This is an optimization exercise on Yosys and OpenROAD, whose aim is small area, a short achievable clock period and few clock cycles, not a production implementation. Function was checked by simulation only, so behaviour that the tests miss may differ from the original.

before:
Design Milestone_1, start of the top module:
module Milestone_1 (
   input  logic            Clock_50,
   input  logic            Resetn,
   input  logic            Initialize,
   input  logic   [15:0]   SRAM_read_data,
   output logic   [17:0]   SRAM_address,
   output logic   [15:0]   SRAM_write_data,
   output logic            SRAM_we_n,
   output logic            sim_done
);
logic        busy;          
logic        pro;           
logic [3:0]  pcnt;          
logic [4:0]  ph;            
logic        wpend;         
logic [7:0]  pcol;          
logic [15:0] y_addr;
logic [17:0] w_addr;
logic [15:0] yreg;          
logic [7:0]  uw [0:5];      
logic [7:0]  vw [0:5];      
logic [15:0] upend;         
logic [7:0]  vhold;         
logic [10:0] f1;            
logic [9:0]  f2;            
logic [7:0]  f3;
wire c0 = ph[0];
wire c1 = ph[1];
wire c2 = ph[2];
wire c3 = ph[3];
wire c4 = ph[4];
wire podd = pcol[0];
wire tail = (pcol >= 8'd156);       
wire last_col = (pcol == 8'd159);
wire [7:0] xy = c2 ? yreg[15:8] : yreg[7:0];
wire [7:0] xx = c2 ? vw[2] : f2[7:0];
wire [10:0] xa0_d, xa1_d;
wire xac_d;
m1_unit_x ux (.sr(c2 | c3), .sb(c4), .sfv(c0), .sfu(c1), .y(xy), .x(xx),
              .v0(vw[0]), .v1(vw[1]), .v2(vw[2]), .v3(vw[3]), .v4(vw[4]), .v5(vw[5]),
              .u0(uw[0]), .u1(uw[1]), .u2(uw[2]), .u3(uw[3]), .u4(uw[4]), .u5(uw[5]),
              .o0(xa0_d), .o1(xa1_d), .oc(xac_d));
wire [7:0] gy = c4 ? yreg[7:0] : yreg[15:8];
wire [9:0] gu = c4 ? {f2[9:8] & {2{pcol != 8'd0}}, f2[7:0]} : {2'b00, uw[2]};
wire [7:0] gv = c4 ? f3 : c3 ? 8'd128 : vw[2];
wire [10:0] ga0_d, ga1_d;
wire gac_d;
m1_unit_gb ug (.s(c3), .y(gy), .u(gu), .v(gv), .o0(ga0_d), .o1(ga1_d), .oc(gac_d));
logic [10:0] xa0, xa1, ga0, ga1;
logic        xac, gac;
wire [10:0] xo = xa0 + xa1 + {10'd0, xac};
wire [10:0] go = ga0 + ga1 + {10'd0, gac};
function automatic [7:0] sat(input [10:0] o);
   sat = ~o[10] ? 8'd0 : (|o[9:8]) ? 8'hff : o[7:0];
endfunction
wire [7:0] xsat = sat(xo);
wire [7:0] gsat = sat(go);
logic [1:0] usrc, vsrc;
logic ush, vsh, upend_ld;
always_comb begin
   if (pro) begin
      ush = 1'b0; vsh = 1'b0; upend_ld = 1'b0;
      usrc = 2'd3; vsrc = 2'd2;
      case (pcnt)
         4'd2: begin vsh = 1'b1; vsrc = 2'd0; end
         4'd3: begin vsh = 1'b1; ush = 1'b1; usrc = 2'd0; upend_ld = 1'b1; end
  ...
==> flow/config.mk <==
export PLATFORM = sky130hd
export DESIGN_NAME = Milestone_1
export DESIGN_NICKNAME = Milestone_1
export VERILOG_FILES = /design/flow/design.v
export SDC_FILE = /design/flow/constraint.sdc
export NUM_CORES = 4
export LEC_CHECK = 0
export CAP_MARGIN = 20
export CORE_MARGIN = 2
export CORE_UTILIZATION = 40
export SLEW_MARGIN = 20
==> flow/constraint.sdc <==
create_clock -name core_clock -period 14.0 [get_ports {Clock_50}]
set_input_delay 2.8000 -clock core_clock [delete_from_list [all_inputs] [get_ports {Clock_50}]]
set_output_delay 2.8000 -clock core_clock [all_outputs]
set_load 0.01 [all_outputs]
standard.sh (not shown) runs the stock make flow with config.mk's settings and CLKGATE_MAP_FILE= SYNTH_SCRIPT=/design/flow/synth_recipe.tcl, a recipe that flattens the netlist after the stock synthesis.
==> flow/flow/run.sh <==
#!/bin/bash
# Standard ORFS layout (the standard.sh, standard synthesis script) with a
# larger setup margin for OpenROAD's timing repair, so that repair works the
# design's own paths below the 14 ns constraint. The SDC is unchanged.
set -euo pipefail
MARGIN=$(cat flow/setup_margin.txt)
bash standard.sh SETUP_SLACK_MARGIN=$MARGIN finish > flow_make.log 2>&1
==> flow/flow/setup_margin.txt <==
9
before completed end to end with timing, DRC and antenna clean.
Testbench counts of before, summed over its fixed seeds: cycles 774,748.
What after does differently from before at the input level:
==> flow/flow/run.sh <==
#!/bin/bash
# Standard ORFS layout through the standard.sh, with two changes to how
# the layout is made:
#  - synthesis is the standard script with Yosys's quick ABC pass in
#    `synth` skipped (-noabc), so the full adders extract_fa finds keep the
#    polarity they are written with; registers are unchanged;
#  - OpenROAD's timing repair aims for a larger setup margin, so that repair
#    works the design's paths below the 14 ns constraint.
# The SDC is unchanged. make's output goes to flow_make.log.
set -euo pipefail
MARGIN=$(cat flow/setup_margin.txt)
sed 's/yosys synth -nofsm -noshare /yosys synth -nofsm -noshare -noabc /' synth_recipe.tcl > flow_synth.tcl
grep -q -- '-noabc' flow_synth.tcl
bash standard.sh SYNTH_SCRIPT="$PWD/flow_synth.tcl" SETUP_SLACK_MARGIN=$MARGIN finish > flow_make.log 2>&1
==> flow/flow/setup_margin.txt <==
9.5
[summary]
- Summary: setup slack, after worse than before
- Diff before -> after: gate count after technology mapping now smaller, number of distinct library cell variants in the gate-level netlist after synthesis now smaller, global-route wire length before repair went down by 5.6 mm, global routing met3 resource utilization increased 1.3 points.
- As far as sequential cell count is concerned, after and before perform about the same.

-- what the ideal ports hide --
No port has a modelled driver above. Below, the same layouts with a new extraction and two added sets of constraints.
Step 1, drivers: a clkbuf_16 drives Clock_50 and a buf_2 each remaining input, both assumed.
Step 2 also shifts input and output timing later by t, the mid clock arrival at the registers, as if the neighbouring blocks saw the same clock.
Three values: ideal, step 1, step 2; two values: the first two.
| run | shift t [ns] | setup WS [ns] | worst setup path at the end |
|---|---|---|---|
| before | 0.613 | 8.830 / 8.830 / 8.830 | register to register |
| after | 0.606 | 8.610 / 8.610 / 8.610 | register to register |
After both steps setup and hold are still met in every run listed.
